This design comes from an exercise in tuning for small area and a short achievable clock period on the open sky130 flow, not from production work.
Where RTL was checked, it was by simulation tests only, not by an equivalence proof against the original.

==> flow/design.v (excerpt) <==
module mult16_top (
  input         clk,
  input  [15:0] a,
  input  [15:0] b,
  output [31:0] p
);
clock: 15.0 ns
lec_check: 0
cap_margin: 20
core_margin: 2
core_utilization: 40
slew_margin: 20
synth_hierarchical: 1
synth_minimum_keep_size: 0
standard.sh (not shown) runs the stock make flow with config.mk's settings and CLKGATE_MAP_FILE= SYNTH_SCRIPT=/design/flow/synth_recipe.tcl, a recipe that flattens the netlist after the stock synthesis.
==> flow/flow/run.sh <==
#!/bin/bash
# Standard layout, with the port buffers made from buf_2 cells.
set -e
cp standard.sh standard_sh_copy.log
export BUFFER_PORTS_ARGS="-buffer_cell sky130_fd_sc_hd__buf_2"
bash standard.sh > standard.log 2>&1
The first run finished clean.
==> next run, changes <==
==> flow/flow/run.sh (replaced) <==
#!/bin/bash
# The standard layout (the standard.sh), except that the input and output
# port buffers are buf_2 cells. All of the flow's output goes to standard.log.
set -e
export BUFFER_PORTS_ARGS="-buffer_cell sky130_fd_sc_hd__buf_2"
export SETUP_SLACK_MARGIN=10.2
bash standard.sh > standard.log 2>&1
Cell area grows by 12%; global-route usage grows by 0.43 points; sequential share of layout area shrinks by 1.1 points; setup slack improved by 0.41 ns; synthesized area does not change; count of clock-buffer cells in the layout stays the same; final cell count grows by 3.1%; synthesized cell count stays the same; die area does not change; first-iteration DRC count shrinks by 15%.

Another version of the RTL of mult16_top (not shown whole).
For scale: roughly 970 cells after synthesis, ~65 I/O pins, about 0.0086 sq mm of cells after synthesis.
==> flow/config.mk <==
export PLATFORM = sky130hd
export DESIGN_NAME = mult16_top
export DESIGN_NICKNAME = mult16_top
export VERILOG_FILES = /design/flow/design.v
export SDC_FILE = /design/flow/constraint.sdc
export NUM_CORES = 4
export LEC_CHECK = 0
export CAP_MARGIN = 20
export CORE_MARGIN = 2
export CORE_UTILIZATION = 40
export CTS_BUF_LIST = sky130_fd_sc_hd__clkbuf_8
export CTS_CLUSTER_DIAMETER = 300
export CTS_CLUSTER_SIZE = 64
export SLEW_MARGIN = 20
export SYNTH_HIERARCHICAL = 1
export SYNTH_MINIMUM_KEEP_SIZE = 0
==> flow/constraint.sdc <==
create_clock -name core_clock -period 15.0 [get_ports {clk}]
set_input_delay 3.0000 -clock core_clock [delete_from_list [all_inputs] [get_ports {clk}]]
set_output_delay 3.0000 -clock core_clock [all_outputs]
set_load 0.01 [all_outputs]
==> flow/flow/run.sh <==
#!/bin/bash
# The standard layout (the standard.sh), except that the input and output
# port buffers are buf_2 cells and clock tree synthesis inserts no dummy loads.
# All of the flow's output goes to standard.log.
set -e
export BUFFER_PORTS_ARGS="-buffer_cell sky130_fd_sc_hd__buf_2"
export CTS_ARGS="-sink_clustering_enable -repair_clock_nets -dont_use_dummy_load -buf_list sky130_fd_sc_hd__clkbuf_8 -sink_clustering_size 64 -sink_clustering_max_diameter 300"
bash standard.sh > standard.log 2>&1
Edit:
CORE_UTILIZATION = 55   (was 40)
Routed wire length falls by 3.7%.
Count of clock-buffer cells in the layout is unchanged.
Global-route usage rises by 6.6 points.
Function was not checked in any run of this note: the RTL went through the layout flow alone.

mult16_top, a different RTL version from the one above (not shown whole).
For scale: about 940 cells after synthesis, ~64 flip-flops, ~8400 um2 of cells after synthesis.
Design mult16_top, start of the top module:
module mult16_top (
  input         clk,
  input  [15:0] a,
  input  [15:0] b,
  output [31:0] p
);
clock: 15.0 ns
lec_check: 0
cap_margin: 20
core_margin: 2
core_utilization: 40
cts_buf_list: sky130_fd_sc_hd__clkbuf_8
cts_cluster_diameter: 300
cts_cluster_size: 64
slew_margin: 20
synth_hierarchical: 1
synth_minimum_keep_size: 0
Scripts as last shown in full above: flow/flow/run.sh
Change:
==> flow/flow/run.sh (replaced) <==
#!/bin/bash
# The standard layout (the standard.sh), except that the input and output
# port buffers are buf_2 cells. All of the flow's output goes to standard.log.
set -e
export BUFFER_PORTS_ARGS="-buffer_cell sky130_fd_sc_hd__buf_2"
bash standard.sh > standard.log 2>&1
Settings changed: CTS_BUF_LIST sky130_fd_sc_hd__clkbuf_8 to default, CTS_CLUSTER_DIAMETER 300 to default, CTS_CLUSTER_SIZE 64 to default.
- worst setup slack got worse by 0.012 ns
- design area grows by 2.5%
- via count grows by 0.96%

== JK ==
mult16_top, a different RTL version from the one above (not shown whole).
Size: ~820 cells after synthesis.
==> flow/config.mk <==
export PLATFORM = sky130hd
export DESIGN_NAME = mult16_top
export DESIGN_NICKNAME = mult16_top
export VERILOG_FILES = /design/flow/design.v
export SDC_FILE = /design/flow/constraint.sdc
export NUM_CORES = 4
export LEC_CHECK = 0
export CAP_MARGIN = 20
export CORE_MARGIN = 2
export CORE_UTILIZATION = 40
export SLEW_MARGIN = 20
export SYNTH_HIERARCHICAL = 1
export SYNTH_MINIMUM_KEEP_SIZE = 0
==> flow/constraint.sdc <==
create_clock -name core_clock -period 15.0 [get_ports {clk}]
set_input_delay 3.0000 -clock core_clock [delete_from_list [all_inputs] [get_ports {clk}]]
set_output_delay 3.0000 -clock core_clock [all_outputs]
set_load 0.01 [all_outputs]
==> flow/flow/run.sh <==
#!/bin/bash
# Standard layout, with the port buffers made from buf_2 cells.
set -e
cp standard.sh standard_sh_copy.log
export BUFFER_PORTS_ARGS="-buffer_cell sky130_fd_sc_hd__buf_2"
export SETUP_SLACK_MARGIN=11
bash standard.sh > standard.log 2>&1
JK finished end to end and its layout was clean on timing, DRC and antenna.
diff inputs: JK => MS
Settings: a change of CORE_UTILIZATION from 40 to 65.
==> flow/run.sh (new file) <==
#!/bin/bash
# synth_recipe.tcl (not shown) runs the flow's synth.tcl, then flattens the netlist and writes it again
# the make line also repeats each setting of config.mk as NAME=value (left out here)
make -C /OpenROAD-flow-scripts/flow DESIGN_CONFIG=/design/flow/config.mk WORK_HOME=/design/flow/orfs CLKGATE_MAP_FILE= SYNTH_SCRIPT=/design/flow/synth_recipe.tcl finish
removed: flow/flow/run.sh
removed: flow/standard.sh
--- outcome ---
MS finished end to end and its layout was clean on timing, DRC and antenna.
Going from JK to MS, achievable clock frequency shows a reduction of 0.021 GHz, routed wire length shows a reduction of 2200 um.
Relative to JK, synthesis-to-finish area growth has gone down in MS.
Compared with JK, in MS multi-input gate share of the layout cell area now larger; worst-path maximum fanout now larger; number of hold violations in the final report comparable.

port drivers added, routing unchanged:
The results above use ideal ports. As a check the final layouts listed here were re-extracted and re-timed, cells and wires unchanged.
Step 1: set_driving_cell puts a clkbuf_16 on clk and a buf_2 on each other input, an assumption about the parent block.
Step 2 also shifts input and output timing later by t, the mid clock arrival at the registers, as if the neighbouring blocks saw the same clock.
a / b / c = ideal / step 1 / step 2; a / b = the first two.
| run | t (ns) | setup slack, ns | worst setup path after step 2 |
|---|---|---|---|
| the first run of note 1 | 0.401 | 9.736 / 9.736 / 9.736 | register to register |
| the second run of note 1 | 0.402 | 10.144 / 10.144 / 10.144 | register to register |
| the first run of note 2 | 0.402 | 10.142 / 10.142 / 10.142 | register to register |
| the second run of note 2 | 0.403 | 10.084 / 10.084 / 10.084 | register to register |
| the first run of note 3 | 0.399 | 9.995 / 9.995 / 9.995 | register to register |
| the second run of note 3 | 0.394 | 9.983 / 9.983 / 9.983 | register to register |
| JK | 0.381 | 10.030 / 10.030 / 10.030 | register to register |
| MS | 0.390 | 9.442 / 9.442 / 9.442 | register to register |
After both steps setup and hold are still met in every run listed.
